This design comes from an exercise in tuning for small area on the open sky130 flow, not from production work.
Only simulation tests tie the RTL to the original design; equivalence was not proved.
Power and IR drop assume default switching activity.

==> inputs of run a <==
==> flow/design.v <==
module uart_bps_1 #(
    parameter [12:0] CLR   = 13'b1011101110110,
    parameter [12:0] M_MID = 13'b0111101111101,
    parameter [12:0] V_MID = 13'b0000001011000,
    parameter [12:0] M_END = 13'b1111011110110,
    parameter [12:0] V_END = 13'b1111010000010,
    parameter        NBIT  = 0
) (
    input         clk,
    input         cnt_start,
    output        bps_sig,
    output        cnt_n
);
    reg [12:0] s;
    wire wrap = (s & M_END) == V_END;
    always @(posedge clk)
        if (!cnt_start || wrap) s <= CLR;
        else                    s <= {s[11:0], ~(s[12] ^ s[4] ^ s[1] ^ s[0])};
    assign bps_sig = (s & M_MID) == V_MID;
    assign cnt_n = s[NBIT];
endmodule
module uart_receive_1 (
    input            clk,
    input            rst_n,
    input            clk_bps,
    input            data_rx,
    output reg       rx_int,
    output reg [7:0] data_tx,    
    output reg       shift       
);
    reg [1:0] rx;
    always @(posedge clk or negedge rst_n)
        if (!rst_n) rx <= 2'b11;
        else        rx <= {rx[0], data_rx};
    wire nege_edge = rx[1] & ~rx[0];
    localparam [3:0] BN_CLR = 4'b1110;
    localparam [3:0] BN_M9  = 4'b1001, BN_V9  = 4'b1001;
    localparam [3:0] BN_M10 = 4'b0011, BN_V10 = 4'b0011;
    reg [3:0] num;
    wire num9  = (num & BN_M9)  == BN_V9;
    wire num10 = (num & BN_M10) == BN_V10;
    always @(posedge clk or negedge rst_n)
        if (!rst_n)         rx_int <= 1'b0;
        else if (nege_edge) rx_int <= 1'b1;
        else if (num10)     rx_int <= 1'b0;
    always @(posedge clk)
        if (!rx_int)      num <= BN_CLR;
        else if (clk_bps) num <= {num[2:0], ~(num[3] ^ num[0])};
        else if (num10)   num <= BN_CLR;
    always @(*) shift = clk_bps & ~num9;
    always @(posedge clk)
        if (shift) data_tx <= {data_rx, data_tx[7:1]};
endmodule
module surf_internet_rx (
    input             clk,
    input             rst_n,
    input      [7:0]  data_rx,      
    input             shift,        
    input             rx_int,
    input             cnt_b1,
    output            flag_en_1,
    output reg [7:0]  addr_daohang_data,
    output     [12:0] data_rx_end_internet
);
    localparam [6:0] CT_CLR = 7'b1101100;
    localparam [6:0] CT_M0  = 7'b1101100, CT_V0  = 7'b1101100;
    localparam [6:0] CT_M85 = 7'b0110011, CT_V85 = 7'b0110011;
    localparam [7:0] K1_CLR = 8'b01000100;
    localparam [7:0] K1_V0  = 8'b01000100;
    localparam [7:0] K1_M85 = 8'b00011011, K1_V85 = 8'b00011000;
    localparam [5:0] NM_CLR = 6'b000000;
    localparam [5:0] NM_V1  = 6'b000001, NM_V2 = 6'b000010;
    localparam [5:0] NM_V3  = 6'b000101, NM_V4 = 6'b001010;
    localparam [5:0] C1_CLR = 6'b000000;
    localparam [5:0] C1_M50 = 6'b100111, C1_V50 = 6'b100111;
    localparam [5:0] C1_M51 = 6'b001111, C1_V51 = 6'b001111;
    localparam [3:0] TM_CLR = 4'b0000, TM_S1 = 4'b0001;
    localparam [3:0] TM_M7  = 4'b0011, TM_V7 = 4'b0011;
    localparam [3:0] TM_M8  = 4'b0110, TM_V8 = 4'b0110;
    function [5:0] nm_step(input [5:0] v);
        nm_step = {v[4:0], ~(v[5] ^ v[0]) ^ (&v[4:0])};
    endfunction
    reg nege, nege1, valid;
    always @(posedge clk or negedge rst_n)
        if (!rst_n) nege <= 1'b0;
        else        nege <= ~rx_int & cnt_b1;
    always @(posedge clk) nege1 <= nege;
    always @(posedge clk or negedge rst_n)
        if (!rst_n)     valid <= 1'b0;
        else if (nege)  valid <= 1'b1;
        else if (shift) valid <= 1'b0;
    wire b_digit = (data_rx[7:4] == 4'h3) && (data_rx[3:0] <= 4'h9);
    wire b_comma = (data_rx == 8'h2c);
    reg [3:0] s1, s2;
    reg       m1, m2;
    reg [7:0] ch1, ch2;
    always @(*) begin
        case (s1)
            4'd1: ch1 = 8'h69;   
            4'd2: ch1 = 8'h73;   
            4'd3: ch1 = 8'h74;   
            4'd4: ch1 = 8'h61;   
            4'd5: ch1 = 8'h6e;   
            4'd6: ch1 = 8'h63;   
            4'd7: ch1 = 8'h65;   
            4'd8: ch1 = 8'h22;   
            4'd9: ch1 = 8'h3a;   
            default: ch1 = 8'h64;   
        endcase
        case (s2)
            4'd1:  ch2 = 8'h69;   
            4'd2:  ch2 = 8'h72;   
            4'd3:  ch2 = 8'h65;   
            4'd4:  ch2 = 8'h63;   
            4'd5:  ch2 = 8'h74;   
            4'd6:  ch2 = 8'h69;   
            4'd7:  ch2 = 8'h6f;   
            4'd8:  ch2 = 8'h6e;   
            4'd9:  ch2 = 8'h22;   
            4'd10: ch2 = 8'h3a;   
            default: ch2 = 8'h64;   
        endcase
    end
    always @(posedge clk or negedge rst_n)
        if (!rst_n) begin
            m1 <= 1'b0;
            m2 <= 1'b0;
        end else if (valid) begin
            m1 <= (data_rx == ch1);
            m2 <= (data_rx == ch2);
        end
    always @(posedge clk or negedge rst_n)
        if (!rst_n) s1 <= 4'd0;
        else if (s1 == 4'd12)                   s1 <= 4'd0;
        else if ((s1 >= 4'd10) || (nege & m1))  s1 <= s1 + 1'b1;
    always @(posedge clk or negedge rst_n)
        if (!rst_n) s2 <= 4'd0;
        else if (s2 == 4'd13)                   s2 <= 4'd0;
        else if ((s2 >= 4'd11) || (nege & m2))  s2 <= s2 + 1'b1;
    wire rise  = (s1 == 4'd11);
    wire start = (s1 == 4'd12);
    wire rise_1  = (s2 == 4'd12);
    wire start_1 = (s2 == 4'd13);
    reg       timeout;
    reg [6:0] count;     
    reg [5:0] num;
    reg       pk_digit, pk_comma;
    reg [3:0] pk_nib;
    always @(posedge clk or negedge rst_n)
        if (!rst_n)              timeout <= 1'b0;
        else if (rise)           timeout <= 1'b1;
        else if (count85)        timeout <= 1'b0;
    wire count0  = (count & CT_M0)  == CT_V0;
    wire count85 = (count & CT_M85) == CT_V85;
    always @(posedge clk)
        if (pk_comma & nege) count <= {count[5:0], ~(count[6] ^ count[2])};
        else if (rise)       count <= CT_CLR;
    wire [5:0] num_nx = rise ? NM_CLR : nm_step(num);
    wire       num_en = rise | (timeout & (nege | start));
    always @(posedge clk or negedge rst_n)
        if (!rst_n)      num[5] <= 1'b1;
        else if (num_en) num[5] <= num_nx[5];
    always @(posedge clk)
        if (num_en)      num[4:0] <= num_nx[4:0];
    wire num2 = (num == NM_V2);
    wire num3 = (num == NM_V3);
    wire num4 = (num == NM_V4);
    always @(posedge clk or negedge rst_n)
        if (!rst_n) begin
            pk_digit <= 1'b0;
            pk_comma <= 1'b0;
        end else if (timeout & valid) begin
            pk_digit <= b_digit;
            pk_comma <= b_comma;
        end
    always @(posedge clk)
        if (timeout & valid) pk_nib <= data_rx[3:0];
    reg [3:0] n0, n1, n2;
    wire ld  = nege1 & count0 & pk_digit;
    wire ld0 = ld & num2;
    wire ld1 = ld & num3;
    wire ld2 = ld & num4;
    wire chg = (ld0 & (n0 != pk_nib)) | (ld1 & (n1 != pk_nib)) | (ld2 & (n2 != pk_nib));
    always @(posedge clk or negedge rst_n)
        if (!rst_n) begin
            n0 <= 4'd10;
            n1 <= 4'd10;
            n2 <= 4'd15;
        end else begin
            if (ld0) n0 <= pk_nib;
            if (ld1) n1 <= pk_nib;
            if (ld2) n2 <= pk_nib;
        end
    reg [3:0] tmr;
    wire tmr8 = (tmr & TM_M8) == TM_V8;
    always @(posedge clk or negedge rst_n)
        if (!rst_n)     tmr <= TM_CLR;
        else if (chg)   tmr <= TM_S1;
        else if (!tmr8) tmr <= {tmr[2:0], ~(tmr[3] ^ tmr[0])};
    wire stable = (tmr & TM_M7) != TM_V7;
    reg two;
    always @(posedge clk) two <= pk_comma & num3;
    wire [3:0] d0 = {n0[3] & ~n0[1], n0[2], n0[1] & ~n0[3], n0[0]};
    wire [3:0] d1 = {n1[3] & ~n1[1], n1[2], n1[1] & ~n1[3], n1[0]};
    wire [6:0] x  = d0 * 4'd10 + d1;
    wire [8:0] distance = two ? {2'b00, x} : (x * 4'd10 + n2);
    wire flag = stable && (distance >= 9'd18) && (distance <= 9'd227) && num3;
    wire [7:0] d = (distance[7:0] > 8'd200) ? distance[7:0] + 8'd5 : distance[7:0];
    reg       timeout_1;
    reg [7:0] count_1;
    reg [5:0] num_1;
    reg       pk1_comma;
    reg [3:0] direction;
    reg [5:0] cnt_1;
    wire count_1_0  = (count_1 == K1_V0);
    wire count_1_85 = (count_1 & K1_M85) == K1_V85;
    always @(posedge clk or negedge rst_n)
        if (!rst_n)           timeout_1 <= 1'b0;
        else if (rise_1)      timeout_1 <= 1'b1;
        else if (count_1_85)  timeout_1 <= 1'b0;
    wire [7:0] count_1_nx = rise_1 & ~(pk1_comma & nege) ? K1_CLR :
        {count_1[6:0], ~(count_1[7] ^ count_1[6] ^ count_1[1] ^ count_1[0]) ^ (&count_1[6:0])};
    wire       count_1_en = (pk1_comma & nege) | rise_1;
    always @(posedge clk or negedge rst_n)
        if (!rst_n)          count_1[7] <= 1'b1;
        else if (count_1_en) count_1[7] <= count_1_nx[7];
    always @(posedge clk)
        if (count_1_en)      count_1[6:0] <= count_1_nx[6:0];
    wire [5:0] num_1_nx = rise_1 ? NM_CLR : nm_step(num_1);
    wire       num_1_en = rise_1 | (timeout_1 & (nege | start_1));
    always @(posedge clk or negedge rst_n)
        if (!rst_n)        num_1[5] <= 1'b1;
        else if (num_1_en) num_1[5] <= num_1_nx[5];
    always @(posedge clk)
        if (num_1_en)      num_1[4:0] <= num_1_nx[4:0];
    wire num_1_1 = (num_1 == NM_V1);
    wire num_1_2 = (num_1 == NM_V2);
    wire num_1_3 = (num_1 == NM_V3);
    always @(posedge clk or negedge rst_n)
        if (!rst_n)                 pk1_comma <= 1'b0;
        else if (timeout_1 & valid) pk1_comma <= b_comma;
    always @(posedge clk or negedge rst_n)
        if (!rst_n) direction <= 4'd0;
        else if (count_1_0 & nege & pk_digit)
            direction <= num_1_1 ? pk_nib : 4'd0;
    always @(posedge clk or negedge rst_n)
        if (!rst_n)                              cnt_1 <= C1_CLR;
        else if (num_1_3)                        cnt_1 <= C1_CLR;
        else if ((cnt_1 & C1_M51) == C1_V51)     cnt_1 <= cnt_1;
        else if (num_1_2)                        cnt_1 <= {cnt_1[4:0], ~(cnt_1[5] ^ cnt_1[0])};
    assign flag_en_1 = (cnt_1 & C1_M50) == C1_V50;
    always @(posedge clk or negedge rst_n)
        if (!rst_n)          addr_daohang_data <= 8'd0;
        else if (flag_en_1)  addr_daohang_data <= addr_daohang_data + 1'b1;
    reg [7:0] out_dist;
    reg [3:0] out_dir;
    always @(posedge clk or negedge rst_n)
        if (!rst_n) begin
            out_dist <= 8'd0;
            out_dir  <= 4'd0;
        end else if (flag)
            out_dist <= d;
        else if (num_1_2)
            out_dir <= direction;
    assign data_rx_end_internet = {out_dist, 1'b1, out_dir};
endmodule
module top_rx_surf(
	input 			clk,
	input 			rst_n,
	input 			data_rx,
	output			flag_en_1,
	output [7:0]	addr_daohang_data,
	output [12:0]	data_rx_end_internet
    );
	wire	[7:0]	data_tx;
	wire			rx_int, clk_bps, cnt_b1, shift;
surf_internet_rx u_surf_internet_rx (
    .clk(clk),
    .rst_n(rst_n),
    .data_rx(data_tx),
    .shift(shift),
    .rx_int(rx_int),
    .cnt_b1(cnt_b1),
	.flag_en_1(flag_en_1),
	.addr_daohang_data(addr_daohang_data),
    .data_rx_end_internet(data_rx_end_internet)
    );
uart_bps_1 u_uart_bps_1 (
    .clk(clk),
    .cnt_start(rx_int),
    .bps_sig(clk_bps),
    .cnt_n(cnt_b1)
    );
uart_receive_1 u_uart_receive_1 (
    .clk(clk),
    .rst_n(rst_n),
    .clk_bps(clk_bps),
    .data_rx(data_rx),
    .rx_int(rx_int),
    .data_tx(data_tx),
    .shift(shift)
    );
endmodule
==> flow/flow/run.sh <==
#!/bin/bash
# Layout flow: the standard flow (standard.sh: ORFS with the standard
# synthesis), with two changes to how the layout is made:
#  - the port buffers are the smallest buffer (buf_1) instead of the cell
#    buffer_ports picks by itself;
#  - clock tree synthesis inserts no dummy loads.
# Each tool's output is in the ORFS logs; make's output goes to flow.log.
set -euo pipefail
cd "$(dirname "$0")/.."
bash standard.sh \
  BUFFER_PORTS_ARGS="-buffer_cell sky130_fd_sc_hd__buf_1" \
  CTS_ARGS="-sink_clustering_enable -repair_clock_nets -sink_clustering_size 30 -sink_clustering_max_diameter 100 -buf_list sky130_fd_sc_hd__clkbuf_4 -dont_use_dummy_load" \
  finish > flow.log 2>&1
==> flow/standard.sh <==
#!/bin/bash
# synth_recipe.tcl (not shown) runs the flow's synth.tcl, then flattens the netlist and writes it again
# the make line also repeats each setting of config.mk as NAME=value (left out here)
make -C /OpenROAD-flow-scripts/flow DESIGN_CONFIG=/design/flow/config.mk WORK_HOME=/design/flow/orfs CLKGATE_MAP_FILE= SYNTH_SCRIPT=/design/flow/synth_recipe.tcl "${@:-finish}"
==> flow/config.mk <==
export PLATFORM = sky130hd
export DESIGN_NAME = top_rx_surf
export DESIGN_NICKNAME = top_rx_surf
export VERILOG_FILES = /design/flow/design.v
export SDC_FILE = /design/flow/constraint.sdc
export NUM_CORES = 4
export LEC_CHECK = 0
export CAP_MARGIN = 20
export CORE_MARGIN = 2
export CORE_UTILIZATION = 40
export CTS_BUF_LIST = sky130_fd_sc_hd__clkbuf_4
export CTS_CLUSTER_DIAMETER = 100
export CTS_CLUSTER_SIZE = 30
export SLEW_MARGIN = 20
==> flow/constraint.sdc <==
create_clock -name core_clock -period 10.0 [get_ports {clk}]
set_input_delay 2.0000 -clock core_clock [delete_from_list [all_inputs] [get_ports {clk}]]
set_output_delay 2.0000 -clock core_clock [all_outputs]
set_load 0.01 [all_outputs]
==> inputs of run b, as changes to run a <==
--- a/flow/design.v
+++ b/flow/design.v
@@ -74,9 +74,6 @@
     localparam [5:0] C1_CLR = 6'b000000;
     localparam [5:0] C1_M50 = 6'b100111, C1_V50 = 6'b100111;
     localparam [5:0] C1_M51 = 6'b001111, C1_V51 = 6'b001111;
-    localparam [3:0] TM_CLR = 4'b0000, TM_S1 = 4'b0001;
-    localparam [3:0] TM_M7  = 4'b0011, TM_V7 = 4'b0011;
-    localparam [3:0] TM_M8  = 4'b0110, TM_V8 = 4'b0110;
     function [5:0] nm_step(input [5:0] v);
         nm_step = {v[4:0], ~(v[5] ^ v[0]) ^ (&v[4:0])};
     endfunction
@@ -180,10 +177,10 @@
     wire ld0 = ld & num2;
     wire ld1 = ld & num3;
     wire ld2 = ld & num4;
-    wire chg = (ld0 & (n0 != pk_nib)) | (ld1 & (n1 != pk_nib)) | (ld2 & (n2 != pk_nib));
-    always @(posedge clk or negedge rst_n)
-        if (!rst_n) begin
-            n0 <= 4'd10;
+    wire chg = ld1 & (n1 != pk_nib);
+    always @(posedge clk or negedge rst_n)
+        if (!rst_n) begin
+            n0 <= 4'd0;
             n1 <= 4'd10;
             n2 <= 4'd15;
         end else begin
@@ -191,16 +188,14 @@
             if (ld1) n1 <= pk_nib;
             if (ld2) n2 <= pk_nib;
         end
-    reg [3:0] tmr;
-    wire tmr8 = (tmr & TM_M8) == TM_V8;
-    always @(posedge clk or negedge rst_n)
-        if (!rst_n)     tmr <= TM_CLR;
-        else if (chg)   tmr <= TM_S1;
-        else if (!tmr8) tmr <= {tmr[2:0], ~(tmr[3] ^ tmr[0])};
-    wire stable = (tmr & TM_M7) != TM_V7;
+    reg [2:0] tmr;
+    always @(posedge clk)
+        if (chg)              tmr <= 3'd1;
+        else if (tmr != 3'd0) tmr <= tmr + 1'b1;
+    wire stable = (tmr != 3'd7);
     reg two;
     always @(posedge clk) two <= pk_comma & num3;
-    wire [3:0] d0 = {n0[3] & ~n0[1], n0[2], n0[1] & ~n0[3], n0[0]};
+    wire [3:0] d0 = n0;
     wire [3:0] d1 = {n1[3] & ~n1[1], n1[2], n1[1] & ~n1[3], n1[0]};
     wire [6:0] x  = d0 * 4'd10 + d1;
     wire [8:0] distance = two ? {2'b00, x} : (x * 4'd10 + n2);
@@ -218,14 +213,9 @@
         if (!rst_n)           timeout_1 <= 1'b0;
         else if (rise_1)      timeout_1 <= 1'b1;
         else if (count_1_85)  timeout_1 <= 1'b0;
-    wire [7:0] count_1_nx = rise_1 & ~(pk1_comma & nege) ? K1_CLR :
-        {count_1[6:0], ~(count_1[7] ^ count_1[6] ^ count_1[1] ^ count_1[0]) ^ (&count_1[6:0])};
-    wire       count_1_en = (pk1_comma & nege) | rise_1;
-    always @(posedge clk or negedge rst_n)
-        if (!rst_n)          count_1[7] <= 1'b1;
-        else if (count_1_en) count_1[7] <= count_1_nx[7];
-    always @(posedge clk)
-        if (count_1_en)      count_1[6:0] <= count_1_nx[6:0];
+    always @(posedge clk)
+        if (pk1_comma & nege) count_1 <= {count_1[6:0], ~(count_1[7] ^ count_1[6] ^ count_1[1] ^ count_1[0]) ^ (&count_1[6:0])};
+        else if (rise_1)      count_1 <= K1_CLR;
     wire [5:0] num_1_nx = rise_1 ? NM_CLR : nm_step(num_1);
     wire       num_1_en = rise_1 | (timeout_1 & (nege | start_1));
     always @(posedge clk or negedge rst_n)
==> flow/run.sh (new file) <==
#!/bin/bash
# synth_recipe.tcl (not shown) runs the flow's synth.tcl, then flattens the netlist and writes it again
# the make line also repeats each setting of config.mk as NAME=value (left out here)
make -C /OpenROAD-flow-scripts/flow DESIGN_CONFIG=/design/flow/config.mk WORK_HOME=/design/flow/orfs CLKGATE_MAP_FILE= SYNTH_SCRIPT=/design/flow/synth_recipe.tcl finish
removed: flow/flow/run.sh
removed: flow/standard.sh
==> qor summary <==
|  | run b | run a |
|---|---|---|
| Routed length on met1 | 5.62 mm | 5.83 mm |
| FF-to-FF End | u_surf_internet_rx.out_dir[0] | u_surf_internet_rx.out_dist[4] |
| Global-route met2 utilization | 0.233 | 0.234 |
| DRC violation total after the first TritonRoute iteration | 194 | 235 |
| Internal power | 682 uW | 661 uW |
| Tcrit/Tclk final | 0.448 | 0.498 |
| Run status | complete, no violations | complete, no violations |
| Critical path data required time | 10.41 ns | 10.37 ns |
| Sequential element share of the synthesized area | 0.499 | 0.492 |
| Worst setup slack before clock tree synthesis | 5.54 ns | 5.10 ns |
| Power in the clock group | 303 uW | 224 uW |
| Clk network pwr share | 0.325 | 0.261 |
| Number of global-route vias before repair | 4,021 | 4,386 |
| Fraction of final layout cells with drive strength greater than 1 | 0.150 | 0.112 |
| Height of the chip | 130 um | 132 um |
| Initial Util | 0.404 | 0.410 |
| Net Sw Frac | 0.269 | 0.228 |
| Clock input transition at the sequential cells of the worst setup and hold paths | 0.12 ns | 0.10 ns |
| Worst hold slack across all endpoints | 0.377 ns | 0.370 ns |

[separate check: timing with driven ports]
The results above use ideal ports. As a check the final layouts listed here were re-extracted and re-timed, cells and wires unchanged. Step 1 (the two cells are an assumption about what drives the block):
set clk [get_ports {clk}]
set_driving_cell -lib_cell sky130_fd_sc_hd__clkbuf_16 $clk
set_driving_cell -lib_cell sky130_fd_sc_hd__buf_2 [delete_from_list [all_inputs] $clk]
Step 2 also shifts input and output timing later by t, the mid clock arrival at the registers, as if the neighbouring blocks saw the same clock. a / b / c = ideal / step 1 / step 2; a / b = the first two.
| run | t, ns | slack for setup (ns) | clock arrival spread, ns | slew at the worst register clock pin (ns) | worst slew at a driven data input, ns |
|---|---|---|---|---|---|
| run a | 0.526 | 5.025 / 5.025 / 5.025 | 0.033 / 0.033 | 0.10 / 0.10 | 0.03 |
| run b | 0.542 | 5.523 / 5.523 / 5.523 | 0.022 / 0.022 | 0.13 / 0.13 | 0.03 |
After both steps setup and hold are still met in every run listed.
